This is an optimization exercise on Yosys and OpenROAD, whose aim is small area and a short achievable clock period, not a production implementation. Function was not checked in any run shown here: the RTL went through the layout flow alone. Power figures rest on the tool's default switching activity, not on a simulated workload.

==> flow/design.v (outline; a module is shown in full before it is edited, if it fits) <==
// module MAC: 3539 lines
module MAC(
	clk,
	rst_n,
	in_valid,
	in_mode,
	in_act,
	in_wgt,
	out_act_idx,
	out_wgt_idx,
	out_idx,
	out_valid,
	out_data,
	out_finish
);
  // ...
==> flow/flow/run.sh <==
#!/bin/bash
# Layout flow: the standard flow, except that synthesis skips Yosys's early
# "abc -fast" pass (SYNTH_ARGS=-noabc), so the full adders the RTL spells out
# map to full-adder cells without inverters between them. The registers keep
# the standard synthesis's instance names and cell types: the standard
# synthesis is run first for reference, and if the two differ in anything but
# the names, its netlist is used unchanged. Ports are buffered with buf_2 rather
# than the delay cell buffer_ports picks by default. Each step logs to a file here.
set -u
RES=$PWD/orfs/results/$FLOW_PLATFORM/MAC/base

bash standard.sh synth > 1_synth_standard.log 2>&1 || exit 1
cp "$RES/1_2_yosys.v" standard_netlist.v

bash standard.sh clean_synth > 1_clean.log 2>&1
if SYNTH_ARGS=-noabc bash standard.sh "$RES/1_2_yosys.v" > 1_synth_noabc.log 2>&1 &&
   python3 flow/match_regs.py standard_netlist.v "$RES/1_2_yosys.v" > 1_match_regs.log 2>&1; then
  echo "using the netlist synthesized without the early ABC pass" >> 1_match_regs.log
else
  echo "falling back to the standard netlist" >> 1_match_regs.log
  bash standard.sh clean_synth >> 1_clean.log 2>&1
  bash standard.sh synth > 1_synth_standard2.log 2>&1 || exit 1
fi

export BUFFER_PORTS_ARGS="-buffer_cell sky130_fd_sc_hd__buf_2"
bash standard.sh > 2_layout.log 2>&1
==> flow/flow/match_regs.py <==
#!/usr/bin/env python3
"""Give the registers of a netlist the instance names of a reference netlist.

usage: match_regs.py REF.v NET.v

Both netlists come from the same RTL; register instance names have the form
<register bit>$<Yosys flip-flop type>, and the type part can differ between two
syntheses (an enable or reset absorbed with the other polarity). Each register
of NET.v is renamed to the reference register with the same register bit. NET.v
is rewritten only if both hold the same register bits in the same cell types;
otherwise the script exits with status 1 and leaves NET.v alone.
"""
import re
import sys

INST = re.compile(r'^(\s*)(sky130_fd_sc_hd__\w+)(\s+)(\S+)(\s*\()')
SEQ = re.compile(r'sky130_fd_sc_hd__(df|edf|sdf|dl)')


def regs(lines):
    found = {}
    for k, line in enumerate(lines):
        m = INST.match(line)
        if not m or not SEQ.match(m.group(2)):
            continue
        name = m.group(4)
        plain = name[1:] if name.startswith('\\') else name
        cut = plain.rfind('$_')
        base = plain[:cut] if cut >= 0 else plain
        if base in found:
            raise SystemExit(f"two registers share the bit name {base}")
        found[base] = (m.group(2), name, k)
    return found


def main():
    ref_lines = open(sys.argv[1]).read().split('\n')
    net_lines = open(sys.argv[2]).read().split('\n')
    ref, net = regs(ref_lines), regs(net_lines)
    if set(ref) != set(net):
        print("register bits differ:", sorted(set(ref) ^ set(net))[:20])
        return 1
    bad = [b for b in ref if ref[b][0] != net[b][0]]
    if bad:
        print("cell types differ:", [(b, ref[b][0], net[b][0]) for b in bad[:20]])
        return 1
    renamed = 0
    for b, (cell, name, k) in net.items():
        new = ref[b][1]
        if new != name:
            m = INST.match(net_lines[k])
            net_lines[k] = m.group(1) + cell + m.group(3) + new + \
                (' ' if new.startswith('\\') and not m.group(5).startswith(' ') else '') + \
                m.group(5) + net_lines[k][m.end():]
            renamed += 1
    open(sys.argv[2], 'w').write('\n'.join(net_lines))
    print(f"{len(net)} registers, {renamed} renamed")
    return 0


if __name__ == '__main__':
    sys.exit(main())
==> flow/standard.sh <==
#!/bin/bash
# synth_recipe.tcl (not shown) runs the flow's synth.tcl, then flattens the netlist and writes it again
# the make line also repeats each setting of config.mk as NAME=value (left out here)
make -C /OpenROAD-flow-scripts/flow DESIGN_CONFIG=/design/flow/config.mk WORK_HOME=/design/flow/orfs CLKGATE_MAP_FILE= SYNTH_SCRIPT=/design/flow/synth_recipe.tcl "${@:-finish}"
==> flow/config.mk <==
export PLATFORM = sky130hd
export DESIGN_NAME = MAC
export DESIGN_NICKNAME = MAC
export VERILOG_FILES = /design/flow/design.v
export SDC_FILE = /design/flow/constraint.sdc
export NUM_CORES = 4
export LEC_CHECK = 0
export CAP_MARGIN = 20
export CORE_MARGIN = 2
export CORE_UTILIZATION = 40
export CTS_CLUSTER_DIAMETER = 150
export CTS_CLUSTER_SIZE = 20
export SETUP_SLACK_MARGIN = 4.0
export SLEW_MARGIN = 20
==> flow/constraint.sdc <==
create_clock -name core_clock -period 8.4 [get_ports {clk}]
set_input_delay 1.6800 -clock core_clock [delete_from_list [all_inputs] [get_ports {clk}]]
set_output_delay 1.6800 -clock core_clock [all_outputs]
set_load 0.01 [all_outputs]
==> notes.md, run 1 <==
met1 Use GR=35.3%; Post-Syn Area per Cell=11.9 µm²; flop-to-flop setup slack=4070 ps; Reg clk slew, reported paths=90 ps; Seq/total area=27.6%; P_clk=roughly 1.5 mW; Top class by area=multi-input gates; startpoint types=register; final wirelength=138 mm; Post-synth EDFFs=256; mux cell area share after synthesis=0.0472%; r2r endpoint=r4_2[5]; #FFs+latches synth=504; mapped cell area=42400 µm²; CP Class=reg -> out; post-route clock period utilization=~52%; delay-heaviest family, CP=adder cells; Pleak=~21 nW; highest-delay cell along the critical path=fa_1; asr flop ratio synth=2.38%; Ant. Diodes=4; H-tree depth=1; PortBufs=173; Hold Path Class=reg -> reg; top sig layer=met5; most used routing layer in global routing=met2; status=finished clean; Compound-Gate Fraction of Synth Area=4.41%; Synth top area share=a little under half; Post-Route Skew=~47 ps; critical-path cell list=fa_1 > ha_4 > fa_2 > a211oi_2 > o21ai_1 > a21o_1 > buf_2; post-synthesis adder-cell area fraction=50.0%; min-delay src=cs; Signal buf overhead=slightly below 3%; crit path to=out_data[34]; FF+latch count=504; drt first pass iters=6; path depth of the worst reg2reg path=7; CLK BUF=48; register area=12800 µm²; hold path depth=1
==> run 2, diff against run 1 <==
--- a/flow/design.v
+++ b/flow/design.v
@@ -567,21 +567,65 @@
 	r0_0[7] <= fc0_115;
 	r0_1[7] <= fc0_116;
 	r0_2[7] <= fs0_121;
 	r0_0[8] <= fc0_120;
 	r0_1[8] <= fs0_122;
 	r0_2[8] <= fc0_121;
 	r0_0[9] <= fc0_122;
 end
-wire [7:0] t0_0 = {1'b0, r0_0[9], r0_0[8], r0_0[7], r0_0[6], r0_0[5], r0_0[4], r0_0[3]};
-wire [7:0] t0_1 = {1'b0, 1'b0, r0_1[8], r0_1[7], r0_1[6], r0_1[5], r0_1[4], r0_1[3]};
-wire [7:0] t0_2 = {1'b0, 1'b0, r0_2[8], r0_2[7], r0_2[6], r0_2[5], r0_2[4], 1'b0};
-wire [7:0] hs0 = t0_0 + t0_1 + t0_2 + rc0;
-assign out_data[0] = {1'b0, hs0, rs0};
+wire os0_4 = r0_0[4] ^ r0_1[4] ^ r0_2[4];
+wire oc0_4 = (r0_0[4] & r0_1[4]) | (r0_0[4] & r0_2[4]) | (r0_1[4] & r0_2[4]);
+wire os0_5 = r0_0[5] ^ r0_1[5] ^ r0_2[5];
+wire oc0_5 = (r0_0[5] & r0_1[5]) | (r0_0[5] & r0_2[5]) | (r0_1[5] & r0_2[5]);
+wire os0_6 = r0_0[6] ^ r0_1[6] ^ r0_2[6];
+wire oc0_6 = (r0_0[6] & r0_1[6]) | (r0_0[6] & r0_2[6]) | (r0_1[6] & r0_2[6]);
+wire os0_7 = r0_0[7] ^ r0_1[7] ^ r0_2[7];
+wire oc0_7 = (r0_0[7] & r0_1[7]) | (r0_0[7] & r0_2[7]) | (r0_1[7] & r0_2[7]);
+wire os0_8 = r0_0[8] ^ r0_1[8] ^ r0_2[8];
+wire oc0_8 = (r0_0[8] & r0_1[8]) | (r0_0[8] & r0_2[8]) | (r0_1[8] & r0_2[8]);
+wire hp0_3 = r0_0[3] ^ r0_1[3];
+wire hg0_3 = r0_0[3] & r0_1[3];
+wire hp0_5 = oc0_4 ^ os0_5;
+wire hg0_5 = oc0_4 & os0_5;
+wire hp0_6 = oc0_5 ^ os0_6;
+wire hg0_6 = oc0_5 & os0_6;
+wire hp0_7 = oc0_6 ^ os0_7;
+wire hg0_7 = oc0_6 & os0_7;
+wire hp0_8 = oc0_7 ^ os0_8;
+wire hg0_8 = oc0_7 & os0_8;
+wire hp0_9 = oc0_8 ^ r0_0[9];
+wire hg0_9 = oc0_8 & r0_0[9];
+wire ks0_g1_3 = hg0_3 | (hp0_3 & rc0);
+wire ks0_g1_4 = 1'b0 | (os0_4 & hg0_3);
+wire ks0_p1_4 = os0_4 & hp0_3;
+wire ks0_p1_5 = hp0_5 & os0_4;
+wire ks0_g1_6 = hg0_6 | (hp0_6 & hg0_5);
+wire ks0_p1_6 = hp0_6 & hp0_5;
+wire ks0_g1_7 = hg0_7 | (hp0_7 & hg0_6);
+wire ks0_p1_7 = hp0_7 & hp0_6;
+wire ks0_g1_8 = hg0_8 | (hp0_8 & hg0_7);
+wire ks0_p1_8 = hp0_8 & hp0_7;
+wire ks0_g1_9 = hg0_9 | (hp0_9 & hg0_8);
+wire ks0_p1_9 = hp0_9 & hp0_8;
+wire ks0_g2_4 = ks0_g1_4 | (ks0_p1_4 & rc0);
+wire ks0_g2_5 = hg0_5 | (ks0_p1_5 & ks0_g1_3);
+wire ks0_g2_6 = ks0_g1_6 | (ks0_p1_6 & ks0_g1_4);
+wire ks0_p2_6 = ks0_p1_6 & ks0_p1_4;
+wire ks0_g2_7 = ks0_g1_7 | (ks0_p1_7 & hg0_5);
+wire ks0_p2_7 = ks0_p1_7 & ks0_p1_5;
+wire ks0_g2_8 = ks0_g1_8 | (ks0_p1_8 & ks0_g1_6);
+wire ks0_p2_8 = ks0_p1_8 & ks0_p1_6;
+wire ks0_g2_9 = ks0_g1_9 | (ks0_p1_9 & ks0_g1_7);
+wire ks0_p2_9 = ks0_p1_9 & ks0_p1_7;
+wire ks0_g3_6 = ks0_g2_6 | (ks0_p2_6 & rc0);
+wire ks0_g3_7 = ks0_g2_7 | (ks0_p2_7 & ks0_g1_3);
+wire ks0_g3_8 = ks0_g2_8 | (ks0_p2_8 & ks0_g2_4);
+wire ks0_g3_9 = ks0_g2_9 | (ks0_p2_9 & ks0_g2_5);
+assign out_data[0] = {1'b0, (1'b0 ^ ks0_g3_9), (hp0_9 ^ ks0_g3_8), (hp0_8 ^ ks0_g3_7), (hp0_7 ^ ks0_g3_6), (hp0_6 ^ ks0_g2_5), (hp0_5 ^ ks0_g2_4), (os0_4 ^ ks0_g1_3), (hp0_3 ^ rc0), rs0[2], rs0[1], rs0[0]};
 wire q1_0_00 = (~a1[0][0]) & (~wr[0][0]);
 wire q1_0_01 = (~a1[0][0]) & (~wr[0][1]);
 wire q1_0_02 = (~a1[0][0]) & (~wr[0][2]);
 wire q1_0_03 = (~a1[0][0]) & (~wr[0][3]);
 wire q1_0_10 = (~a1[0][1]) & (~wr[0][0]);
 wire q1_0_11 = (~a1[0][1]) & (~wr[0][1]);
 wire q1_0_12 = (~a1[0][1]) & (~wr[0][2]);
 wire q1_0_13 = (~a1[0][1]) & (~wr[0][3]);
@@ -992,21 +1036,65 @@
 	r1_0[7] <= fc1_115;
 	r1_1[7] <= fc1_116;
 	r1_2[7] <= fs1_121;
 	r1_0[8] <= fc1_120;
 	r1_1[8] <= fs1_122;
 	r1_2[8] <= fc1_121;
 	r1_0[9] <= fc1_122;
 end
-wire [7:0] t1_0 = {1'b0, r1_0[9], r1_0[8], r1_0[7], r1_0[6], r1_0[5], r1_0[4], r1_0[3]};
-wire [7:0] t1_1 = {1'b0, 1'b0, r1_1[8], r1_1[7], r1_1[6], r1_1[5], r1_1[4], r1_1[3]};
-wire [7:0] t1_2 = {1'b0, 1'b0, r1_2[8], r1_2[7], r1_2[6], r1_2[5], r1_2[4], 1'b0};
-wire [7:0] hs1 = t1_0 + t1_1 + t1_2 + rc1;
-assign out_data[1] = {1'b0, hs1, rs1};
+wire os1_4 = r1_0[4] ^ r1_1[4] ^ r1_2[4];
+wire oc1_4 = (r1_0[4] & r1_1[4]) | (r1_0[4] & r1_2[4]) | (r1_1[4] & r1_2[4]);
+wire os1_5 = r1_0[5] ^ r1_1[5] ^ r1_2[5];
+wire oc1_5 = (r1_0[5] & r1_1[5]) | (r1_0[5] & r1_2[5]) | (r1_1[5] & r1_2[5]);
+wire os1_6 = r1_0[6] ^ r1_1[6] ^ r1_2[6];
+wire oc1_6 = (r1_0[6] & r1_1[6]) | (r1_0[6] & r1_2[6]) | (r1_1[6] & r1_2[6]);
+wire os1_7 = r1_0[7] ^ r1_1[7] ^ r1_2[7];
+wire oc1_7 = (r1_0[7] & r1_1[7]) | (r1_0[7] & r1_2[7]) | (r1_1[7] & r1_2[7]);
+wire os1_8 = r1_0[8] ^ r1_1[8] ^ r1_2[8];
+wire oc1_8 = (r1_0[8] & r1_1[8]) | (r1_0[8] & r1_2[8]) | (r1_1[8] & r1_2[8]);
+wire hp1_3 = r1_0[3] ^ r1_1[3];
+wire hg1_3 = r1_0[3] & r1_1[3];
+wire hp1_5 = oc1_4 ^ os1_5;
+wire hg1_5 = oc1_4 & os1_5;
+wire hp1_6 = oc1_5 ^ os1_6;
+wire hg1_6 = oc1_5 & os1_6;
+wire hp1_7 = oc1_6 ^ os1_7;
+wire hg1_7 = oc1_6 & os1_7;
+wire hp1_8 = oc1_7 ^ os1_8;
+wire hg1_8 = oc1_7 & os1_8;
+wire hp1_9 = oc1_8 ^ r1_0[9];
+wire hg1_9 = oc1_8 & r1_0[9];
+wire ks1_g1_3 = hg1_3 | (hp1_3 & rc1);
+wire ks1_g1_4 = 1'b0 | (os1_4 & hg1_3);
+wire ks1_p1_4 = os1_4 & hp1_3;
+wire ks1_p1_5 = hp1_5 & os1_4;
+wire ks1_g1_6 = hg1_6 | (hp1_6 & hg1_5);
+wire ks1_p1_6 = hp1_6 & hp1_5;
+wire ks1_g1_7 = hg1_7 | (hp1_7 & hg1_6);
+wire ks1_p1_7 = hp1_7 & hp1_6;
+wire ks1_g1_8 = hg1_8 | (hp1_8 & hg1_7);
+wire ks1_p1_8 = hp1_8 & hp1_7;
+wire ks1_g1_9 = hg1_9 | (hp1_9 & hg1_8);
+wire ks1_p1_9 = hp1_9 & hp1_8;
+wire ks1_g2_4 = ks1_g1_4 | (ks1_p1_4 & rc1);
+wire ks1_g2_5 = hg1_5 | (ks1_p1_5 & ks1_g1_3);
+wire ks1_g2_6 = ks1_g1_6 | (ks1_p1_6 & ks1_g1_4);
+wire ks1_p2_6 = ks1_p1_6 & ks1_p1_4;
+wire ks1_g2_7 = ks1_g1_7 | (ks1_p1_7 & hg1_5);
+wire ks1_p2_7 = ks1_p1_7 & ks1_p1_5;
+wire ks1_g2_8 = ks1_g1_8 | (ks1_p1_8 & ks1_g1_6);
+wire ks1_p2_8 = ks1_p1_8 & ks1_p1_6;
+wire ks1_g2_9 = ks1_g1_9 | (ks1_p1_9 & ks1_g1_7);
+wire ks1_p2_9 = ks1_p1_9 & ks1_p1_7;
+wire ks1_g3_6 = ks1_g2_6 | (ks1_p2_6 & rc1);
+wire ks1_g3_7 = ks1_g2_7 | (ks1_p2_7 & ks1_g1_3);
+wire ks1_g3_8 = ks1_g2_8 | (ks1_p2_8 & ks1_g2_4);
+wire ks1_g3_9 = ks1_g2_9 | (ks1_p2_9 & ks1_g2_5);
+assign out_data[1] = {1'b0, (1'b0 ^ ks1_g3_9), (hp1_9 ^ ks1_g3_8), (hp1_8 ^ ks1_g3_7), (hp1_7 ^ ks1_g3_6), (hp1_6 ^ ks1_g2_5), (hp1_5 ^ ks1_g2_4), (os1_4 ^ ks1_g1_3), (hp1_3 ^ rc1), rs1[2], rs1[1], rs1[0]};
 wire q2_0_00 = (~a2[0][0]) & (~wr[0][0]);
 wire q2_0_01 = (~a2[0][0]) & (~wr[0][1]);
 wire q2_0_02 = (~a2[0][0]) & (~wr[0][2]);
 wire q2_0_03 = (~a2[0][0]) & (~wr[0][3]);
 wire q2_0_10 = (~a2[0][1]) & (~wr[0][0]);
 wire q2_0_11 = (~a2[0][1]) & (~wr[0][1]);
 wire q2_0_12 = (~a2[0][1]) & (~wr[0][2]);
 wire q2_0_13 = (~a2[0][1]) & (~wr[0][3]);
@@ -1417,21 +1505,65 @@
 	r2_0[7] <= fc2_115;
 	r2_1[7] <= fc2_116;
 	r2_2[7] <= fs2_121;
 	r2_0[8] <= fc2_120;
 	r2_1[8] <= fs2_122;
 	r2_2[8] <= fc2_121;
 	r2_0[9] <= fc2_122;
 end
-wire [7:0] t2_0 = {1'b0, r2_0[9], r2_0[8], r2_0[7], r2_0[6], r2_0[5], r2_0[4], r2_0[3]};
-wire [7:0] t2_1 = {1'b0, 1'b0, r2_1[8], r2_1[7], r2_1[6], r2_1[5], r2_1[4], r2_1[3]};
-wire [7:0] t2_2 = {1'b0, 1'b0, r2_2[8], r2_2[7], r2_2[6], r2_2[5], r2_2[4], 1'b0};
-wire [7:0] hs2 = t2_0 + t2_1 + t2_2 + rc2;
-assign out_data[2] = {1'b0, hs2, rs2};
+wire os2_4 = r2_0[4] ^ r2_1[4] ^ r2_2[4];
+wire oc2_4 = (r2_0[4] & r2_1[4]) | (r2_0[4] & r2_2[4]) | (r2_1[4] & r2_2[4]);
+wire os2_5 = r2_0[5] ^ r2_1[5] ^ r2_2[5];
+wire oc2_5 = (r2_0[5] & r2_1[5]) | (r2_0[5] & r2_2[5]) | (r2_1[5] & r2_2[5]);
+wire os2_6 = r2_0[6] ^ r2_1[6] ^ r2_2[6];
+wire oc2_6 = (r2_0[6] & r2_1[6]) | (r2_0[6] & r2_2[6]) | (r2_1[6] & r2_2[6]);
+wire os2_7 = r2_0[7] ^ r2_1[7] ^ r2_2[7];
+wire oc2_7 = (r2_0[7] & r2_1[7]) | (r2_0[7] & r2_2[7]) | (r2_1[7] & r2_2[7]);
+wire os2_8 = r2_0[8] ^ r2_1[8] ^ r2_2[8];
+wire oc2_8 = (r2_0[8] & r2_1[8]) | (r2_0[8] & r2_2[8]) | (r2_1[8] & r2_2[8]);
+wire hp2_3 = r2_0[3] ^ r2_1[3];
+wire hg2_3 = r2_0[3] & r2_1[3];
+wire hp2_5 = oc2_4 ^ os2_5;
+wire hg2_5 = oc2_4 & os2_5;
+wire hp2_6 = oc2_5 ^ os2_6;
+wire hg2_6 = oc2_5 & os2_6;
+wire hp2_7 = oc2_6 ^ os2_7;
+wire hg2_7 = oc2_6 & os2_7;
+wire hp2_8 = oc2_7 ^ os2_8;
+wire hg2_8 = oc2_7 & os2_8;
+wire hp2_9 = oc2_8 ^ r2_0[9];
+wire hg2_9 = oc2_8 & r2_0[9];
+wire ks2_g1_3 = hg2_3 | (hp2_3 & rc2);
+wire ks2_g1_4 = 1'b0 | (os2_4 & hg2_3);
+wire ks2_p1_4 = os2_4 & hp2_3;
+wire ks2_p1_5 = hp2_5 & os2_4;
+wire ks2_g1_6 = hg2_6 | (hp2_6 & hg2_5);
+wire ks2_p1_6 = hp2_6 & hp2_5;
+wire ks2_g1_7 = hg2_7 | (hp2_7 & hg2_6);
+wire ks2_p1_7 = hp2_7 & hp2_6;
+wire ks2_g1_8 = hg2_8 | (hp2_8 & hg2_7);
+wire ks2_p1_8 = hp2_8 & hp2_7;
+wire ks2_g1_9 = hg2_9 | (hp2_9 & hg2_8);
+wire ks2_p1_9 = hp2_9 & hp2_8;
+wire ks2_g2_4 = ks2_g1_4 | (ks2_p1_4 & rc2);
+wire ks2_g2_5 = hg2_5 | (ks2_p1_5 & ks2_g1_3);
+wire ks2_g2_6 = ks2_g1_6 | (ks2_p1_6 & ks2_g1_4);
+wire ks2_p2_6 = ks2_p1_6 & ks2_p1_4;
+wire ks2_g2_7 = ks2_g1_7 | (ks2_p1_7 & hg2_5);
+wire ks2_p2_7 = ks2_p1_7 & ks2_p1_5;
+wire ks2_g2_8 = ks2_g1_8 | (ks2_p1_8 & ks2_g1_6);
+wire ks2_p2_8 = ks2_p1_8 & ks2_p1_6;
+wire ks2_g2_9 = ks2_g1_9 | (ks2_p1_9 & ks2_g1_7);
+wire ks2_p2_9 = ks2_p1_9 & ks2_p1_7;
+wire ks2_g3_6 = ks2_g2_6 | (ks2_p2_6 & rc2);
+wire ks2_g3_7 = ks2_g2_7 | (ks2_p2_7 & ks2_g1_3);
+wire ks2_g3_8 = ks2_g2_8 | (ks2_p2_8 & ks2_g2_4);
+wire ks2_g3_9 = ks2_g2_9 | (ks2_p2_9 & ks2_g2_5);
+assign out_data[2] = {1'b0, (1'b0 ^ ks2_g3_9), (hp2_9 ^ ks2_g3_8), (hp2_8 ^ ks2_g3_7), (hp2_7 ^ ks2_g3_6), (hp2_6 ^ ks2_g2_5), (hp2_5 ^ ks2_g2_4), (os2_4 ^ ks2_g1_3), (hp2_3 ^ rc2), rs2[2], rs2[1], rs2[0]};
 wire q3_0_00 = (~a3[0][0]) & (~wr[0][0]);
 wire q3_0_01 = (~a3[0][0]) & (~wr[0][1]);
 wire q3_0_02 = (~a3[0][0]) & (~wr[0][2]);
 wire q3_0_03 = (~a3[0][0]) & (~wr[0][3]);
 wire q3_0_10 = (~a3[0][1]) & (~wr[0][0]);
 wire q3_0_11 = (~a3[0][1]) & (~wr[0][1]);
 wire q3_0_12 = (~a3[0][1]) & (~wr[0][2]);
 wire q3_0_13 = (~a3[0][1]) & (~wr[0][3]);
@@ -1842,21 +1974,65 @@
 	r3_0[7] <= fc3_115;
 	r3_1[7] <= fc3_116;
 	r3_2[7] <= fs3_121;
 	r3_0[8] <= fc3_120;
 	r3_1[8] <= fs3_122;
 	r3_2[8] <= fc3_121;
 	r3_0[9] <= fc3_122;
 end
-wire [7:0] t3_0 = {1'b0, r3_0[9], r3_0[8], r3_0[7], r3_0[6], r3_0[5], r3_0[4], r3_0[3]};
-wire [7:0] t3_1 = {1'b0, 1'b0, r3_1[8], r3_1[7], r3_1[6], r3_1[5], r3_1[4], r3_1[3]};
-wire [7:0] t3_2 = {1'b0, 1'b0, r3_2[8], r3_2[7], r3_2[6], r3_2[5], r3_2[4], 1'b0};
-wire [7:0] hs3 = t3_0 + t3_1 + t3_2 + rc3;
-assign out_data[3] = {1'b0, hs3, rs3};
+wire os3_4 = r3_0[4] ^ r3_1[4] ^ r3_2[4];
+wire oc3_4 = (r3_0[4] & r3_1[4]) | (r3_0[4] & r3_2[4]) | (r3_1[4] & r3_2[4]);
+wire os3_5 = r3_0[5] ^ r3_1[5] ^ r3_2[5];
+wire oc3_5 = (r3_0[5] & r3_1[5]) | (r3_0[5] & r3_2[5]) | (r3_1[5] & r3_2[5]);
+wire os3_6 = r3_0[6] ^ r3_1[6] ^ r3_2[6];
+wire oc3_6 = (r3_0[6] & r3_1[6]) | (r3_0[6] & r3_2[6]) | (r3_1[6] & r3_2[6]);
+wire os3_7 = r3_0[7] ^ r3_1[7] ^ r3_2[7];
+wire oc3_7 = (r3_0[7] & r3_1[7]) | (r3_0[7] & r3_2[7]) | (r3_1[7] & r3_2[7]);
+wire os3_8 = r3_0[8] ^ r3_1[8] ^ r3_2[8];
+wire oc3_8 = (r3_0[8] & r3_1[8]) | (r3_0[8] & r3_2[8]) | (r3_1[8] & r3_2[8]);
+wire hp3_3 = r3_0[3] ^ r3_1[3];
+wire hg3_3 = r3_0[3] & r3_1[3];
+wire hp3_5 = oc3_4 ^ os3_5;
+wire hg3_5 = oc3_4 & os3_5;
+wire hp3_6 = oc3_5 ^ os3_6;
+wire hg3_6 = oc3_5 & os3_6;
+wire hp3_7 = oc3_6 ^ os3_7;
+wire hg3_7 = oc3_6 & os3_7;
+wire hp3_8 = oc3_7 ^ os3_8;
+wire hg3_8 = oc3_7 & os3_8;
+wire hp3_9 = oc3_8 ^ r3_0[9];
+wire hg3_9 = oc3_8 & r3_0[9];
+wire ks3_g1_3 = hg3_3 | (hp3_3 & rc3);
+wire ks3_g1_4 = 1'b0 | (os3_4 & hg3_3);
+wire ks3_p1_4 = os3_4 & hp3_3;
+wire ks3_p1_5 = hp3_5 & os3_4;
+wire ks3_g1_6 = hg3_6 | (hp3_6 & hg3_5);
+wire ks3_p1_6 = hp3_6 & hp3_5;
+wire ks3_g1_7 = hg3_7 | (hp3_7 & hg3_6);
+wire ks3_p1_7 = hp3_7 & hp3_6;
+wire ks3_g1_8 = hg3_8 | (hp3_8 & hg3_7);
+wire ks3_p1_8 = hp3_8 & hp3_7;
+wire ks3_g1_9 = hg3_9 | (hp3_9 & hg3_8);
+wire ks3_p1_9 = hp3_9 & hp3_8;
+wire ks3_g2_4 = ks3_g1_4 | (ks3_p1_4 & rc3);
+wire ks3_g2_5 = hg3_5 | (ks3_p1_5 & ks3_g1_3);
+wire ks3_g2_6 = ks3_g1_6 | (ks3_p1_6 & ks3_g1_4);
+wire ks3_p2_6 = ks3_p1_6 & ks3_p1_4;
+wire ks3_g2_7 = ks3_g1_7 | (ks3_p1_7 & hg3_5);
+wire ks3_p2_7 = ks3_p1_7 & ks3_p1_5;
+wire ks3_g2_8 = ks3_g1_8 | (ks3_p1_8 & ks3_g1_6);
+wire ks3_p2_8 = ks3_p1_8 & ks3_p1_6;
+wire ks3_g2_9 = ks3_g1_9 | (ks3_p1_9 & ks3_g1_7);
+wire ks3_p2_9 = ks3_p1_9 & ks3_p1_7;
+wire ks3_g3_6 = ks3_g2_6 | (ks3_p2_6 & rc3);
+wire ks3_g3_7 = ks3_g2_7 | (ks3_p2_7 & ks3_g1_3);
+wire ks3_g3_8 = ks3_g2_8 | (ks3_p2_8 & ks3_g2_4);
+wire ks3_g3_9 = ks3_g2_9 | (ks3_p2_9 & ks3_g2_5);
+assign out_data[3] = {1'b0, (1'b0 ^ ks3_g3_9), (hp3_9 ^ ks3_g3_8), (hp3_8 ^ ks3_g3_7), (hp3_7 ^ ks3_g3_6), (hp3_6 ^ ks3_g2_5), (hp3_5 ^ ks3_g2_4), (os3_4 ^ ks3_g1_3), (hp3_3 ^ rc3), rs3[2], rs3[1], rs3[0]};
 wire q4_0_00 = (~a4[0][0]) & (~wr[0][0]);
 wire q4_0_01 = (~a4[0][0]) & (~wr[0][1]);
 wire q4_0_02 = (~a4[0][0]) & (~wr[0][2]);
 wire q4_0_03 = (~a4[0][0]) & (~wr[0][3]);
 wire q4_0_10 = (~a4[0][1]) & (~wr[0][0]);
 wire q4_0_11 = (~a4[0][1]) & (~wr[0][1]);
 wire q4_0_12 = (~a4[0][1]) & (~wr[0][2]);
 wire q4_0_13 = (~a4[0][1]) & (~wr[0][3]);
@@ -2267,21 +2443,65 @@
 	r4_0[7] <= fc4_115;
 	r4_1[7] <= fc4_116;
 	r4_2[7] <= fs4_121;
 	r4_0[8] <= fc4_120;
 	r4_1[8] <= fs4_122;
 	r4_2[8] <= fc4_121;
 	r4_0[9] <= fc4_122;
 end
-wire [7:0] t4_0 = {1'b0, r4_0[9], r4_0[8], r4_0[7], r4_0[6], r4_0[5], r4_0[4], r4_0[3]};
-wire [7:0] t4_1 = {1'b0, 1'b0, r4_1[8], r4_1[7], r4_1[6], r4_1[5], r4_1[4], r4_1[3]};
-wire [7:0] t4_2 = {1'b0, 1'b0, r4_2[8], r4_2[7], r4_2[6], r4_2[5], r4_2[4], 1'b0};
-wire [7:0] hs4 = t4_0 + t4_1 + t4_2 + rc4;
-assign out_data[4] = {1'b0, hs4, rs4};
+wire os4_4 = r4_0[4] ^ r4_1[4] ^ r4_2[4];
+wire oc4_4 = (r4_0[4] & r4_1[4]) | (r4_0[4] & r4_2[4]) | (r4_1[4] & r4_2[4]);
+wire os4_5 = r4_0[5] ^ r4_1[5] ^ r4_2[5];
+wire oc4_5 = (r4_0[5] & r4_1[5]) | (r4_0[5] & r4_2[5]) | (r4_1[5] & r4_2[5]);
+wire os4_6 = r4_0[6] ^ r4_1[6] ^ r4_2[6];
+wire oc4_6 = (r4_0[6] & r4_1[6]) | (r4_0[6] & r4_2[6]) | (r4_1[6] & r4_2[6]);
+wire os4_7 = r4_0[7] ^ r4_1[7] ^ r4_2[7];
+wire oc4_7 = (r4_0[7] & r4_1[7]) | (r4_0[7] & r4_2[7]) | (r4_1[7] & r4_2[7]);
+wire os4_8 = r4_0[8] ^ r4_1[8] ^ r4_2[8];
+wire oc4_8 = (r4_0[8] & r4_1[8]) | (r4_0[8] & r4_2[8]) | (r4_1[8] & r4_2[8]);
+wire hp4_3 = r4_0[3] ^ r4_1[3];
+wire hg4_3 = r4_0[3] & r4_1[3];
+wire hp4_5 = oc4_4 ^ os4_5;
+wire hg4_5 = oc4_4 & os4_5;
+wire hp4_6 = oc4_5 ^ os4_6;
+wire hg4_6 = oc4_5 & os4_6;
+wire hp4_7 = oc4_6 ^ os4_7;
+wire hg4_7 = oc4_6 & os4_7;
+wire hp4_8 = oc4_7 ^ os4_8;
+wire hg4_8 = oc4_7 & os4_8;
+wire hp4_9 = oc4_8 ^ r4_0[9];
+wire hg4_9 = oc4_8 & r4_0[9];
+wire ks4_g1_3 = hg4_3 | (hp4_3 & rc4);
+wire ks4_g1_4 = 1'b0 | (os4_4 & hg4_3);
+wire ks4_p1_4 = os4_4 & hp4_3;
+wire ks4_p1_5 = hp4_5 & os4_4;
+wire ks4_g1_6 = hg4_6 | (hp4_6 & hg4_5);
+wire ks4_p1_6 = hp4_6 & hp4_5;
+wire ks4_g1_7 = hg4_7 | (hp4_7 & hg4_6);
+wire ks4_p1_7 = hp4_7 & hp4_6;
+wire ks4_g1_8 = hg4_8 | (hp4_8 & hg4_7);
+wire ks4_p1_8 = hp4_8 & hp4_7;
+wire ks4_g1_9 = hg4_9 | (hp4_9 & hg4_8);
+wire ks4_p1_9 = hp4_9 & hp4_8;
+wire ks4_g2_4 = ks4_g1_4 | (ks4_p1_4 & rc4);
+wire ks4_g2_5 = hg4_5 | (ks4_p1_5 & ks4_g1_3);
+wire ks4_g2_6 = ks4_g1_6 | (ks4_p1_6 & ks4_g1_4);
+wire ks4_p2_6 = ks4_p1_6 & ks4_p1_4;
+wire ks4_g2_7 = ks4_g1_7 | (ks4_p1_7 & hg4_5);
+wire ks4_p2_7 = ks4_p1_7 & ks4_p1_5;
+wire ks4_g2_8 = ks4_g1_8 | (ks4_p1_8 & ks4_g1_6);
+wire ks4_p2_8 = ks4_p1_8 & ks4_p1_6;
+wire ks4_g2_9 = ks4_g1_9 | (ks4_p1_9 & ks4_g1_7);
+wire ks4_p2_9 = ks4_p1_9 & ks4_p1_7;
+wire ks4_g3_6 = ks4_g2_6 | (ks4_p2_6 & rc4);
+wire ks4_g3_7 = ks4_g2_7 | (ks4_p2_7 & ks4_g1_3);
+wire ks4_g3_8 = ks4_g2_8 | (ks4_p2_8 & ks4_g2_4);
+wire ks4_g3_9 = ks4_g2_9 | (ks4_p2_9 & ks4_g2_5);
+assign out_data[4] = {1'b0, (1'b0 ^ ks4_g3_9), (hp4_9 ^ ks4_g3_8), (hp4_8 ^ ks4_g3_7), (hp4_7 ^ ks4_g3_6), (hp4_6 ^ ks4_g2_5), (hp4_5 ^ ks4_g2_4), (os4_4 ^ ks4_g1_3), (hp4_3 ^ rc4), rs4[2], rs4[1], rs4[0]};
 wire q5_0_00 = (~a5[0][0]) & (~wr[0][0]);
 wire q5_0_01 = (~a5[0][0]) & (~wr[0][1]);
 wire q5_0_02 = (~a5[0][0]) & (~wr[0][2]);
 wire q5_0_03 = (~a5[0][0]) & (~wr[0][3]);
 wire q5_0_10 = (~a5[0][1]) & (~wr[0][0]);
 wire q5_0_11 = (~a5[0][1]) & (~wr[0][1]);
 wire q5_0_12 = (~a5[0][1]) & (~wr[0][2]);
 wire q5_0_13 = (~a5[0][1]) & (~wr[0][3]);
@@ -2692,21 +2912,65 @@
 	r5_0[7] <= fc5_115;
 	r5_1[7] <= fc5_116;
 	r5_2[7] <= fs5_121;
 	r5_0[8] <= fc5_120;
 	r5_1[8] <= fs5_122;
 	r5_2[8] <= fc5_121;
 	r5_0[9] <= fc5_122;
 end
-wire [7:0] t5_0 = {1'b0, r5_0[9], r5_0[8], r5_0[7], r5_0[6], r5_0[5], r5_0[4], r5_0[3]};
-wire [7:0] t5_1 = {1'b0, 1'b0, r5_1[8], r5_1[7], r5_1[6], r5_1[5], r5_1[4], r5_1[3]};
-wire [7:0] t5_2 = {1'b0, 1'b0, r5_2[8], r5_2[7], r5_2[6], r5_2[5], r5_2[4], 1'b0};
-wire [7:0] hs5 = t5_0 + t5_1 + t5_2 + rc5;
-assign out_data[5] = {1'b0, hs5, rs5};
+wire os5_4 = r5_0[4] ^ r5_1[4] ^ r5_2[4];
+wire oc5_4 = (r5_0[4] & r5_1[4]) | (r5_0[4] & r5_2[4]) | (r5_1[4] & r5_2[4]);
+wire os5_5 = r5_0[5] ^ r5_1[5] ^ r5_2[5];
+wire oc5_5 = (r5_0[5] & r5_1[5]) | (r5_0[5] & r5_2[5]) | (r5_1[5] & r5_2[5]);
+wire os5_6 = r5_0[6] ^ r5_1[6] ^ r5_2[6];
+wire oc5_6 = (r5_0[6] & r5_1[6]) | (r5_0[6] & r5_2[6]) | (r5_1[6] & r5_2[6]);
+wire os5_7 = r5_0[7] ^ r5_1[7] ^ r5_2[7];
+wire oc5_7 = (r5_0[7] & r5_1[7]) | (r5_0[7] & r5_2[7]) | (r5_1[7] & r5_2[7]);
+wire os5_8 = r5_0[8] ^ r5_1[8] ^ r5_2[8];
+wire oc5_8 = (r5_0[8] & r5_1[8]) | (r5_0[8] & r5_2[8]) | (r5_1[8] & r5_2[8]);
+wire hp5_3 = r5_0[3] ^ r5_1[3];
+wire hg5_3 = r5_0[3] & r5_1[3];
+wire hp5_5 = oc5_4 ^ os5_5;
+wire hg5_5 = oc5_4 & os5_5;
+wire hp5_6 = oc5_5 ^ os5_6;
+wire hg5_6 = oc5_5 & os5_6;
+wire hp5_7 = oc5_6 ^ os5_7;
+wire hg5_7 = oc5_6 & os5_7;
+wire hp5_8 = oc5_7 ^ os5_8;
+wire hg5_8 = oc5_7 & os5_8;
+wire hp5_9 = oc5_8 ^ r5_0[9];
+wire hg5_9 = oc5_8 & r5_0[9];
+wire ks5_g1_3 = hg5_3 | (hp5_3 & rc5);
+wire ks5_g1_4 = 1'b0 | (os5_4 & hg5_3);
+wire ks5_p1_4 = os5_4 & hp5_3;
+wire ks5_p1_5 = hp5_5 & os5_4;
+wire ks5_g1_6 = hg5_6 | (hp5_6 & hg5_5);
+wire ks5_p1_6 = hp5_6 & hp5_5;
+wire ks5_g1_7 = hg5_7 | (hp5_7 & hg5_6);
+wire ks5_p1_7 = hp5_7 & hp5_6;
+wire ks5_g1_8 = hg5_8 | (hp5_8 & hg5_7);
+wire ks5_p1_8 = hp5_8 & hp5_7;
+wire ks5_g1_9 = hg5_9 | (hp5_9 & hg5_8);
+wire ks5_p1_9 = hp5_9 & hp5_8;
+wire ks5_g2_4 = ks5_g1_4 | (ks5_p1_4 & rc5);
+wire ks5_g2_5 = hg5_5 | (ks5_p1_5 & ks5_g1_3);
+wire ks5_g2_6 = ks5_g1_6 | (ks5_p1_6 & ks5_g1_4);
+wire ks5_p2_6 = ks5_p1_6 & ks5_p1_4;
+wire ks5_g2_7 = ks5_g1_7 | (ks5_p1_7 & hg5_5);
+wire ks5_p2_7 = ks5_p1_7 & ks5_p1_5;
+wire ks5_g2_8 = ks5_g1_8 | (ks5_p1_8 & ks5_g1_6);
+wire ks5_p2_8 = ks5_p1_8 & ks5_p1_6;
+wire ks5_g2_9 = ks5_g1_9 | (ks5_p1_9 & ks5_g1_7);
+wire ks5_p2_9 = ks5_p1_9 & ks5_p1_7;
+wire ks5_g3_6 = ks5_g2_6 | (ks5_p2_6 & rc5);
+wire ks5_g3_7 = ks5_g2_7 | (ks5_p2_7 & ks5_g1_3);
+wire ks5_g3_8 = ks5_g2_8 | (ks5_p2_8 & ks5_g2_4);
+wire ks5_g3_9 = ks5_g2_9 | (ks5_p2_9 & ks5_g2_5);
+assign out_data[5] = {1'b0, (1'b0 ^ ks5_g3_9), (hp5_9 ^ ks5_g3_8), (hp5_8 ^ ks5_g3_7), (hp5_7 ^ ks5_g3_6), (hp5_6 ^ ks5_g2_5), (hp5_5 ^ ks5_g2_4), (os5_4 ^ ks5_g1_3), (hp5_3 ^ rc5), rs5[2], rs5[1], rs5[0]};
 wire q6_0_00 = (~a6[0][0]) & (~wr[0][0]);
 wire q6_0_01 = (~a6[0][0]) & (~wr[0][1]);
 wire q6_0_02 = (~a6[0][0]) & (~wr[0][2]);
 wire q6_0_03 = (~a6[0][0]) & (~wr[0][3]);
 wire q6_0_10 = (~a6[0][1]) & (~wr[0][0]);
 wire q6_0_11 = (~a6[0][1]) & (~wr[0][1]);
 wire q6_0_12 = (~a6[0][1]) & (~wr[0][2]);
 wire q6_0_13 = (~a6[0][1]) & (~wr[0][3]);
@@ -3117,21 +3381,65 @@
 	r6_0[7] <= fc6_115;
 	r6_1[7] <= fc6_116;
 	r6_2[7] <= fs6_121;
 	r6_0[8] <= fc6_120;
 	r6_1[8] <= fs6_122;
 	r6_2[8] <= fc6_121;
 	r6_0[9] <= fc6_122;
 end
-wire [7:0] t6_0 = {1'b0, r6_0[9], r6_0[8], r6_0[7], r6_0[6], r6_0[5], r6_0[4], r6_0[3]};
-wire [7:0] t6_1 = {1'b0, 1'b0, r6_1[8], r6_1[7], r6_1[6], r6_1[5], r6_1[4], r6_1[3]};
-wire [7:0] t6_2 = {1'b0, 1'b0, r6_2[8], r6_2[7], r6_2[6], r6_2[5], r6_2[4], 1'b0};
-wire [7:0] hs6 = t6_0 + t6_1 + t6_2 + rc6;
-assign out_data[6] = {1'b0, hs6, rs6};
+wire os6_4 = r6_0[4] ^ r6_1[4] ^ r6_2[4];
+wire oc6_4 = (r6_0[4] & r6_1[4]) | (r6_0[4] & r6_2[4]) | (r6_1[4] & r6_2[4]);
+wire os6_5 = r6_0[5] ^ r6_1[5] ^ r6_2[5];
+wire oc6_5 = (r6_0[5] & r6_1[5]) | (r6_0[5] & r6_2[5]) | (r6_1[5] & r6_2[5]);
+wire os6_6 = r6_0[6] ^ r6_1[6] ^ r6_2[6];
+wire oc6_6 = (r6_0[6] & r6_1[6]) | (r6_0[6] & r6_2[6]) | (r6_1[6] & r6_2[6]);
+wire os6_7 = r6_0[7] ^ r6_1[7] ^ r6_2[7];
+wire oc6_7 = (r6_0[7] & r6_1[7]) | (r6_0[7] & r6_2[7]) | (r6_1[7] & r6_2[7]);
+wire os6_8 = r6_0[8] ^ r6_1[8] ^ r6_2[8];
+wire oc6_8 = (r6_0[8] & r6_1[8]) | (r6_0[8] & r6_2[8]) | (r6_1[8] & r6_2[8]);
+wire hp6_3 = r6_0[3] ^ r6_1[3];
+wire hg6_3 = r6_0[3] & r6_1[3];
+wire hp6_5 = oc6_4 ^ os6_5;
+wire hg6_5 = oc6_4 & os6_5;
+wire hp6_6 = oc6_5 ^ os6_6;
+wire hg6_6 = oc6_5 & os6_6;
+wire hp6_7 = oc6_6 ^ os6_7;
+wire hg6_7 = oc6_6 & os6_7;
+wire hp6_8 = oc6_7 ^ os6_8;
+wire hg6_8 = oc6_7 & os6_8;
+wire hp6_9 = oc6_8 ^ r6_0[9];
+wire hg6_9 = oc6_8 & r6_0[9];
+wire ks6_g1_3 = hg6_3 | (hp6_3 & rc6);
+wire ks6_g1_4 = 1'b0 | (os6_4 & hg6_3);
+wire ks6_p1_4 = os6_4 & hp6_3;
+wire ks6_p1_5 = hp6_5 & os6_4;
+wire ks6_g1_6 = hg6_6 | (hp6_6 & hg6_5);
+wire ks6_p1_6 = hp6_6 & hp6_5;
+wire ks6_g1_7 = hg6_7 | (hp6_7 & hg6_6);
+wire ks6_p1_7 = hp6_7 & hp6_6;
+wire ks6_g1_8 = hg6_8 | (hp6_8 & hg6_7);
+wire ks6_p1_8 = hp6_8 & hp6_7;
+wire ks6_g1_9 = hg6_9 | (hp6_9 & hg6_8);
+wire ks6_p1_9 = hp6_9 & hp6_8;
+wire ks6_g2_4 = ks6_g1_4 | (ks6_p1_4 & rc6);
+wire ks6_g2_5 = hg6_5 | (ks6_p1_5 & ks6_g1_3);
+wire ks6_g2_6 = ks6_g1_6 | (ks6_p1_6 & ks6_g1_4);
+wire ks6_p2_6 = ks6_p1_6 & ks6_p1_4;
+wire ks6_g2_7 = ks6_g1_7 | (ks6_p1_7 & hg6_5);
+wire ks6_p2_7 = ks6_p1_7 & ks6_p1_5;
+wire ks6_g2_8 = ks6_g1_8 | (ks6_p1_8 & ks6_g1_6);
+wire ks6_p2_8 = ks6_p1_8 & ks6_p1_6;
+wire ks6_g2_9 = ks6_g1_9 | (ks6_p1_9 & ks6_g1_7);
+wire ks6_p2_9 = ks6_p1_9 & ks6_p1_7;
+wire ks6_g3_6 = ks6_g2_6 | (ks6_p2_6 & rc6);
+wire ks6_g3_7 = ks6_g2_7 | (ks6_p2_7 & ks6_g1_3);
+wire ks6_g3_8 = ks6_g2_8 | (ks6_p2_8 & ks6_g2_4);
+wire ks6_g3_9 = ks6_g2_9 | (ks6_p2_9 & ks6_g2_5);
+assign out_data[6] = {1'b0, (1'b0 ^ ks6_g3_9), (hp6_9 ^ ks6_g3_8), (hp6_8 ^ ks6_g3_7), (hp6_7 ^ ks6_g3_6), (hp6_6 ^ ks6_g2_5), (hp6_5 ^ ks6_g2_4), (os6_4 ^ ks6_g1_3), (hp6_3 ^ rc6), rs6[2], rs6[1], rs6[0]};
 wire q7_0_00 = (~a7[0][0]) & (~wr[0][0]);
 wire q7_0_01 = (~a7[0][0]) & (~wr[0][1]);
 wire q7_0_02 = (~a7[0][0]) & (~wr[0][2]);
 wire q7_0_03 = (~a7[0][0]) & (~wr[0][3]);
 wire q7_0_10 = (~a7[0][1]) & (~wr[0][0]);
 wire q7_0_11 = (~a7[0][1]) & (~wr[0][1]);
 wire q7_0_12 = (~a7[0][1]) & (~wr[0][2]);
 wire q7_0_13 = (~a7[0][1]) & (~wr[0][3]);
@@ -3526,14 +3834,58 @@
 	r7_0[7] <= fc7_115;
 	r7_1[7] <= fc7_116;
 	r7_2[7] <= fs7_121;
 	r7_0[8] <= fc7_120;
 	r7_1[8] <= fs7_122;
 	r7_2[8] <= fc7_121;
 	r7_0[9] <= fc7_122;
 end
-wire [7:0] t7_0 = {1'b0, r7_0[9], r7_0[8], r7_0[7], r7_0[6], r7_0[5], r7_0[4], r7_0[3]};
-wire [7:0] t7_1 = {1'b0, 1'b0, r7_1[8], r7_1[7], r7_1[6], r7_1[5], r7_1[4], r7_1[3]};
-wire [7:0] t7_2 = {1'b0, 1'b0, r7_2[8], r7_2[7], r7_2[6], r7_2[5], r7_2[4], 1'b0};
-wire [7:0] hs7 = t7_0 + t7_1 + t7_2 + rc7;
-assign out_data[7] = {1'b0, hs7, rs7};
+wire os7_4 = r7_0[4] ^ r7_1[4] ^ r7_2[4];
+wire oc7_4 = (r7_0[4] & r7_1[4]) | (r7_0[4] & r7_2[4]) | (r7_1[4] & r7_2[4]);
+wire os7_5 = r7_0[5] ^ r7_1[5] ^ r7_2[5];
+wire oc7_5 = (r7_0[5] & r7_1[5]) | (r7_0[5] & r7_2[5]) | (r7_1[5] & r7_2[5]);
+wire os7_6 = r7_0[6] ^ r7_1[6] ^ r7_2[6];
+wire oc7_6 = (r7_0[6] & r7_1[6]) | (r7_0[6] & r7_2[6]) | (r7_1[6] & r7_2[6]);
+wire os7_7 = r7_0[7] ^ r7_1[7] ^ r7_2[7];
+wire oc7_7 = (r7_0[7] & r7_1[7]) | (r7_0[7] & r7_2[7]) | (r7_1[7] & r7_2[7]);
+wire os7_8 = r7_0[8] ^ r7_1[8] ^ r7_2[8];
+wire oc7_8 = (r7_0[8] & r7_1[8]) | (r7_0[8] & r7_2[8]) | (r7_1[8] & r7_2[8]);
+wire hp7_3 = r7_0[3] ^ r7_1[3];
+wire hg7_3 = r7_0[3] & r7_1[3];
+wire hp7_5 = oc7_4 ^ os7_5;
+wire hg7_5 = oc7_4 & os7_5;
+wire hp7_6 = oc7_5 ^ os7_6;
+wire hg7_6 = oc7_5 & os7_6;
+wire hp7_7 = oc7_6 ^ os7_7;
+wire hg7_7 = oc7_6 & os7_7;
+wire hp7_8 = oc7_7 ^ os7_8;
+wire hg7_8 = oc7_7 & os7_8;
+wire hp7_9 = oc7_8 ^ r7_0[9];
+wire hg7_9 = oc7_8 & r7_0[9];
+wire ks7_g1_3 = hg7_3 | (hp7_3 & rc7);
+wire ks7_g1_4 = 1'b0 | (os7_4 & hg7_3);
+wire ks7_p1_4 = os7_4 & hp7_3;
+wire ks7_p1_5 = hp7_5 & os7_4;
+wire ks7_g1_6 = hg7_6 | (hp7_6 & hg7_5);
+wire ks7_p1_6 = hp7_6 & hp7_5;
+wire ks7_g1_7 = hg7_7 | (hp7_7 & hg7_6);
+wire ks7_p1_7 = hp7_7 & hp7_6;
+wire ks7_g1_8 = hg7_8 | (hp7_8 & hg7_7);
+wire ks7_p1_8 = hp7_8 & hp7_7;
+wire ks7_g1_9 = hg7_9 | (hp7_9 & hg7_8);
+wire ks7_p1_9 = hp7_9 & hp7_8;
+wire ks7_g2_4 = ks7_g1_4 | (ks7_p1_4 & rc7);
+wire ks7_g2_5 = hg7_5 | (ks7_p1_5 & ks7_g1_3);
+wire ks7_g2_6 = ks7_g1_6 | (ks7_p1_6 & ks7_g1_4);
+wire ks7_p2_6 = ks7_p1_6 & ks7_p1_4;
+wire ks7_g2_7 = ks7_g1_7 | (ks7_p1_7 & hg7_5);
+wire ks7_p2_7 = ks7_p1_7 & ks7_p1_5;
+wire ks7_g2_8 = ks7_g1_8 | (ks7_p1_8 & ks7_g1_6);
+wire ks7_p2_8 = ks7_p1_8 & ks7_p1_6;
+wire ks7_g2_9 = ks7_g1_9 | (ks7_p1_9 & ks7_g1_7);
+wire ks7_p2_9 = ks7_p1_9 & ks7_p1_7;
+wire ks7_g3_6 = ks7_g2_6 | (ks7_p2_6 & rc7);
+wire ks7_g3_7 = ks7_g2_7 | (ks7_p2_7 & ks7_g1_3);
+wire ks7_g3_8 = ks7_g2_8 | (ks7_p2_8 & ks7_g2_4);
+wire ks7_g3_9 = ks7_g2_9 | (ks7_p2_9 & ks7_g2_5);
+assign out_data[7] = {1'b0, (1'b0 ^ ks7_g3_9), (hp7_9 ^ ks7_g3_8), (hp7_8 ^ ks7_g3_7), (hp7_7 ^ ks7_g3_6), (hp7_6 ^ ks7_g2_5), (hp7_5 ^ ks7_g2_4), (os7_4 ^ ks7_g1_3), (hp7_3 ^ rc7), rs7[2], rs7[1], rs7[0]};
 endmodule
--- a/flow/config.mk
+++ b/flow/config.mk
@@ -5,10 +5,10 @@
 export SDC_FILE = /design/flow/constraint.sdc
 export NUM_CORES = 4
 export LEC_CHECK = 0
 export CAP_MARGIN = 20
 export CORE_MARGIN = 2
 export CORE_UTILIZATION = 40
 export CTS_CLUSTER_DIAMETER = 150
 export CTS_CLUSTER_SIZE = 20
-export SETUP_SLACK_MARGIN = 4.0
+export SETUP_SLACK_MARGIN = 4.3
 export SLEW_MARGIN = 20
==> run 2 against run 1 <==
Effect of this change: hold slack gained 9.0 ps; sequential share of layout area is essentially flat; clock power is essentially flat; core utilization grew 0.18 points; first-iteration DRC count grew 4.5%; setup slack lost 310 ps.
==> notes.md, run 2 <==
GP Congestion=0.915 (was 0.942); most frequent cells in the layout=nor2_1 (1191), fa_1 (992), edfxtp_1 (256) (was nor2_1 (1191), fa_1 (986), edfxtp_1 (256)); Critical Path AT=3030 ps (was 2720 ps); highest-delay cell along the critical path=fa_1 (unchanged); register area=12800 µm² (about the same); total of fill cells in the finished design=9856 (was 9695); vias in the first global route=31200 (was 30900); Post-synth EDFFs=256 (unchanged); Clk Latency, worst-skew pair=670 ps (about the same); Reg clk slew, reported paths=80 ps (was 90 ps); Synth Instances=3593 (was 3577); Setup crit end kind=primary output (unchanged); number of top-level pins=182 (unchanged); drt first pass iters=6 (unchanged); Fin. Hold Viols=0 (unchanged); H-tree depth=1 (unchanged); worst slew pin tran=1260 ps (was 1170 ps); #FFs+latches synth=504 (unchanged); Final Slew Violations=0 (unchanged); Setup violations, final=0 (unchanged); post-synth cell types=47 (was 46); Routed met3 length=17.5 mm (was 17.1 mm); Post-Route Skew=30.1 ps (was 47.3 ps); Core Area=105000 µm² (about the same); die area=108000 µm² (was 109000 µm²); Most used DFF post-synth=edfxtp_1 (unchanged); RSZ-0062 raised after global routing=yes (unchanged); number of cell rows=119 (unchanged); top sig layer=met5 (unchanged); critical-path cell list=fa_1 > ha_4 > and3_4 > a221o_1 > and4_4 > or4_4 > buf_6 (was fa_1 > ha_4 > fa_2 > a211oi_2 > o21ai_1 > a21o_1 > buf_2); min Tclk post-route=4710 ps (was 4400 ps); largest net degree at the start of global routing=97 (was 213); fmax=212 MHz (was 227 MHz); GRT Util Overall=26.2% (was 26.0%); CTS max path bufs=3 (unchanged); Post-synth top cells=nor2_1 (1194), fa_1 (992), edfxtp_1 (256), dfxtp_1 (236), a21oi_1 (194) (was nor2_1 (1195), fa_1 (1000), edfxtp_1 (256), dfxtp_1 (236), a21oi_1 (179)); 1st-iter DRT viols=3378 (was 3234); initial antenna violation count=20 (was 8); pwr dens=371 nW/µm² (was 374 nW/µm²); clk sinks=504 (unchanged); share of cells above drive strength 1=10.5% (was 10.4%); first-pass GRT wire length=206 mm (was 205 mm); DIE HEIGHT=329 µm (was 330 µm); startpoint types=register (unchanged); cell type with the largest total area after synthesis=fa_1 (unchanged); slew margin rel.=15.5% (was 21.7%); Post-Place Cells=5013 (was 5009); Worst Path Max Fanout=3 (unchanged); YS warnings=1 (unchanged); CP Class=reg -> out (unchanged); Chip Width=329 µm (was 330 µm); setup TNS=0 ps (unchanged); status=finished clean (unchanged); Net count, final=4844 (was 4836); PortBufs=173 (unchanged); Pleak=20.6 nW (was 20.7 nW); post-route clock period utilization=56.1% (was 52.3%); Hold Buf Count CTS=0 (unchanged); area grow syn2layout=9.53% (was 8.94%); Detail Route Antenna Nets=0 (unchanged); DR DRC count=0 (unchanged); cts bufs inserted=29 (unchanged); Max stage delay on crit path=590 ps (was 510 ps); DR WL/cell=27.0 µm (was 27.2 µm); Post-Syn Area per Cell=11.8 µm² (was 11.9 µm²); Post-DP HPWL=101 mm (was 100 mm); Seq/Total Area, Yosys=30.1% (was 30.0%); met1 wire length=51.9 mm (was 52.6 mm); vias per inst=5.58 (was 5.56); Final Non-Filler Cells=5100 (was 5084); asr flop ratio synth=2.38% (unchanged); final wirelength=138 mm (about the same); CP Data Required Time=6720 ps (about the same); CTS tree=built (unchanged); commonest non-fill, non-tap cell in the layout=nor2_1 (unchanged); max-cap viol count=0 (unchanged); metal2 WL=62.6 mm (was 62.0 mm); Hold Path Class=reg -> reg (unchanged); most numerous cell in the Yosys netlist=nor2_1 (unchanged); Root Buffer=clkbuf_16 (unchanged); largest cells by area after synthesis=fa_1 (47%), edfxtp_1 (18%), dfxtp_1 (11%), nor2_1 (11%), ha_1 (2.8%) (unchanged); via count=28500 (was 28300); GRT Residual Overflow=0 (unchanged); multi-input combinational cell area=28800 µm² (was 28900 µm²); Max rail drop VDD=388 µV (was 440 µV); Starting Density=40.2% (was 40.3%); Synth top area share=47.0% (was 47.2%); mapped cell area=42300 µm² (was 42400 µm²)
-- run 2: path summary, 6_finish.rpt --
path / from / to / slack [ps] / cells past startpoint
hold / removal: cs / cs / 480 / 1
setup reg to reg: a6[5] / r5_2[6] / 4370 / 7
max in group asynchronous: rst_n / out_wgt_idx[0] / 7220 / 1
min in group asynchronous: rst_n / out_wgt_idx[3] / 880 / 1
setup / recovery: r1_2[5] / out_data[81] / 3690 / 7
hold reg to reg: cs / cs / 480 / 1
-- run 2: area by class of cell --
class | instances | share of cell area (%)
diodes | 4 | 0.0216
clock buffers | 48 | 1.72
clock inverters | 2 | 0.0783
inverters | 153 | 1.24
multi-input cells | 2756 | 62.3
flip-flops and latches | 504 | 27.7
well taps | 1391 | 3.76
repair buffers | 242 | 3.26
-- run 2: per-stage QoR --
step / utilization, % / instance area, µm² / hold slack, ps / setup slack, ps / total power, mW
after floorplan: - / 42300 / 442 / 4370 / 10.6
after global placement: 42.3 / 44500 / 462 / 4150 / 14.1
after detailed placement: 42.3 / 44500 / 466 / 4110 / 14.2
after CTS: 43.7 / 46000 / 488 / 3680 / 17.0
after global routing: 44.1 / 46300 / 506 / 3590 / 19.0
final: 44.1 / 46300 / 484 / 3690 / 17.2
-- run 2: worst max-delay path: cells and delay by family (launching register included) --
kind            cells  cell delay (ps)
compound gates      1              340
buf+inv             1              140
flops               1              330
simple gates        3              780
fa+ha+maj           2              810
-- run 2: power breakdown --
part           total (mW)  leakage (nW)  internal, mW  switching [mW]
sequential           4.07          4.60          3.41           0.657
combinational        11.6          15.6          5.57            6.00
clock                1.54         0.397         0.656           0.885
total                17.2          20.6          9.63            7.55
-- run 2: metal layers --
metal	vias to the layer above	track usage (%)
met4	28	9.11
met1	14800	35.1
li1	11400	-
met5	-	0
met2	1880	40.7
met3	374	7.86
-- run 2: cells by family after synthesis --
group           Yosys count  synth area share, %
other cells               1              0.00887
fa+ha+maj              1086                 49.7
compound gates          296                 3.97
mux                       1               0.0237
buf+inv                 340                 3.20
flops                   504                 30.1
xor+xnor                 48                0.994
simple gates           1317                 12.0
-- run 2: timing repair --
item | 4_1_cts | 5_1_grt
hold endpoints to repair | 0 | 0
endpoints found under the setup margin | 83 | 57
resized for setup | 113 | 51
setup buffers | 19 | 14
pin swaps | 60 | 27
==> run 3, diff against run 2 <==
--- a/flow/config.mk
+++ b/flow/config.mk
@@ -10,5 +10,5 @@
 export CORE_UTILIZATION = 40
 export CTS_CLUSTER_DIAMETER = 150
 export CTS_CLUSTER_SIZE = 20
-export SETUP_SLACK_MARGIN = 4.3
+export SETUP_SLACK_MARGIN = 4.0
 export SLEW_MARGIN = 20
==> run 3 against run 2 <==
Effect of this change: still clean; critical path depth stayed put; wire length shrank 0.56%; sequential power about the same; hold slack gained 2.0 ps; non-clock buffer count is 23 lower; setup slack got worse by 5.1 ps; largest cell class unchanged.
==> notes.md, run 3 <==
Clk pwr share=9.5% (was 9.0%); Chip Width=329 µm (unchanged); commonest non-fill, non-tap cell in the layout=nor2_1 (unchanged); pwr dens=355 nW/µm² (was 371 nW/µm²); Starting Density=40.2% (unchanged); Net count, final=4821 (was 4844); total of fill cells in the finished design=9912 (was 9856); most frequent cells in the layout=nor2_1 (1191), fa_1 (992), edfxtp_1 (256) (unchanged); Psw=7.19 mW (was 7.55 mW); fmax=212 MHz (about the same); Final Non-Filler Cells=5080 (was 5100); number of top-level pins=182 (unchanged); share of cells above drive strength 1=8.77% (was 10.5%); H-tree depth=1 (unchanged); vias in the first global route=31100 (was 31200); 1st-iter DRT viols=3470 (was 3378); DR DRC count=0 (unchanged); cell type with the largest total area after synthesis=fa_1 (unchanged); DR WL/cell=27.0 µm (about the same); clk sinks=504 (unchanged); worst path buffer plus inverter count=1 (unchanged); Synth Instances=3593 (unchanged); vias per inst=5.60 (was 5.58); CTS max path bufs=3 (unchanged); Max rail drop VDD=412 µV (was 388 µV); R2R Path Start=wc8[1] (was a6[5]); crit path from=r1_0[6] (was r1_2[5]); largest cells by area after synthesis=fa_1 (47%), edfxtp_1 (18%), dfxtp_1 (11%), nor2_1 (11%), ha_1 (2.8%) (unchanged); Post-Place Cells=5013 (unchanged); status=finished clean (unchanged); cts bufs inserted=29 (unchanged); worst slew pin tran=1230 ps (was 1260 ps); Worst Path Max Fanout=3 (unchanged); most numerous cell in the Yosys netlist=nor2_1 (unchanged); CTS tree=built (unchanged); switching part of the total=44.3% (was 43.9%); highest-delay cell along the critical path=fa_1 (unchanged); #FFs+latches synth=504 (unchanged); Post-DP HPWL=101 mm (unchanged); Int Pwr=9.03 mW (was 9.63 mW); Hold Buf Count CTS=0 (unchanged); largest net degree at the start of global routing=97 (unchanged); delay-heaviest family, CP=adder cells (unchanged); die area=108000 µm² (unchanged); register area=12800 µm² (about the same); Detail Route Antenna Nets=0 (unchanged); Pleak=20.4 nW (was 20.6 nW); startpoint types=register (unchanged); post-route clock period utilization=56.1% (about the same); final wirelength=137 mm (was 138 mm); number of cell rows=119 (unchanged); setup TNS=0 ps (unchanged); PortBufs=173 (unchanged); mapped cell area=42300 µm² (unchanged); combinational fraction of design power=65.4% (was 67.4%); multi-input combinational cell area=28600 µm² (was 28800 µm²); Post-Syn Area per Cell=11.8 µm² (unchanged); Post-synth EDFFs=256 (unchanged); CP Class=reg -> out (unchanged); Hold Path Class=reg -> reg (unchanged); asr flop ratio synth=2.38% (unchanged); Reg clk slew, reported paths=80 ps (about the same); min-delay src=cs (unchanged); RSZ-0062 raised after global routing=yes (unchanged); YS warnings=1 (unchanged); max-cap viol count=0 (unchanged); Max stage delay on crit path=580 ps (was 590 ps); Post-synth top cells=nor2_1 (1194), fa_1 (992), edfxtp_1 (256), dfxtp_1 (236), a21oi_1 (194) (unchanged); final core utilization=43.5% (was 44.1%); Seq/Total Area, Yosys=30.1% (unchanged); via count=28500 (about the same); critical-path cell list=fa_1 > ha_4 > and3_4 > a221o_1 > and4_4 > or4_4 > buf_6 (unchanged); initial antenna violation count=19 (was 20); GRT Residual Overflow=0 (unchanged); Fin. Hold Viols=0 (unchanged); Pwr Total=16.2 mW (was 17.2 mW); Sequential Power Share=25.1% (was 23.7%); first-pass GRT wire length=205 mm (was 206 mm); Final WS setup=3690 ps (about the same); Critical Path AT=3030 ps (about the same); Setup violations, final=0 (unchanged); Core Area=105000 µm² (unchanged); area grow syn2layout=8.08% (was 9.53%); Synth top area share=47.0% (unchanged); post-synth cell types=47 (unchanged); CP Data Required Time=6720 ps (about the same); GRT Util Overall=26.1% (was 26.2%); Final Slew Violations=0 (unchanged); min Tclk post-route=4710 ps (about the same); Clk Latency, worst-skew pair=670 ps (about the same); GP Congestion=0.915 (unchanged); Setup crit end kind=primary output (unchanged); DIE HEIGHT=329 µm (unchanged); Root Buffer=clkbuf_16 (unchanged); slew margin rel.=17.5% (was 15.5%); pre-CTS WS=4110 ps (unchanged); Post-Route Skew=28.4 ps (was 30.1 ps); Most used DFF post-synth=edfxtp_1 (unchanged); drt first pass iters=6 (unchanged)
run 3: power by group through the flow:
stage	Sequential, mW	Combinational [mW]	Clock [mW]
after CTS	4.06	10.5	1.58
after floorplan	3.78	6.83	0
after global routing	4.13	12.2	1.65
after global placement	4.10	9.97	0
final	4.07	10.6	1.54
after detailed placement	4.11	10.1	0
run 3: logic make-up (layout without fill, tap and decap cells):
family / after synthesis / in the layout / synth area share [%]
adders and majority gates: 1086 / 1086 / 49.7
xor gates and xnor gates: 48 / 48 / 0.994
muxes: 1 / 1 / 0.0237
DFF: 504 / 504 / 30.1
buffers and inverters: 340 / 422 / 3.20
AOI/OAI and AO/OA: 296 / 296 / 3.97
and+or+nand+nor: 1317 / 1317 / 12.0
other: 1 / 15 / 0.00887
run 3: layout make-up:
type	instances	area share, %
multi-input cells	2756	62.5
flip-flops and latches	504	27.9
well taps	1391	3.81
repair buffers	219	2.69
clock buffers	48	1.74
inverters	153	1.26
clock inverters	2	0.0794
diodes	7	0.0383
run 3: metal layers:
metal  wire (µm)  global-route usage (%)  up-vias
met3       17700                    7.94      388
met2       61600                    40.4     1933
met4        6000                    9.16       22
met5         138                       0        -
met1       51700                    35.0    14800
li1            -                       -    11300
run 3: repair_timing:
action,4_1_cts,5_1_grt
pin swaps,16,13
endpoints found under the setup margin,12,27
setup buffers,6,4
resized for setup,25,34
run 3: path summary, 6_finish.rpt:
kind | end | slack, ps | depth (start not counted)
setup / recovery | out_data[81] | 3690 | 7
hold / removal | cs | 490 | 1
setup reg to reg | r5_2[6] | 4050 | 7
hold reg to reg | cs | 490 | 1
max in group asynchronous | out_wgt_idx[0] | 7220 | 1
min in group asynchronous | out_wgt_idx[3] | 880 | 1
run 3: stage by stage:
step	area [µm²]	hold slack (ps)
2_1_floorplan	42300	442
3_3_place_gp	44500	462
3_5_place_dp	44500	466
4_1_cts	45500	488
5_1_grt	45700	506
6_report	45700	486

## separate check: timing with driven ports
Ports are ideal in the flow. The routed layouts listed here were re-timed in OpenROAD.
Step 1 (the two cells are an assumption about what drives the block):
set clk [get_ports {clk}]
set_driving_cell -lib_cell sky130_fd_sc_hd__clkbuf_16 $clk
set_driving_cell -lib_cell sky130_fd_sc_hd__buf_2 [delete_from_list [all_inputs] $clk]
Step 2 times the ports against the registers' clock, not the clock port: input delays grow and output delays shrink by t, the midpoint of the rising clock arrivals with the driver on.
Slacks: ideal / step 1 / step 2; pairs: ideal / step 1.
| run | shift t [ns] | setup slack, ns | hold slack, ns | worst setup path after step 2 | clock arrival spread, ns |
|---|---|---|---|---|---|
| run 1 | 0.718 | 4.003 / 3.931 / 4.070 | 0.475 / 0.475 / 0.475 | register to register | 0.048 / 0.047 |
| run 2 | 0.728 | 3.692 / 3.619 / 4.347 | 0.484 / 0.484 / 0.484 | register to output | 0.034 / 0.034 |
| run 3 | 0.729 | 3.687 / 3.615 / 4.051 | 0.486 / 0.486 / 0.486 | register to register | 0.032 / 0.032 |
After both steps setup and hold are still met in every run listed.
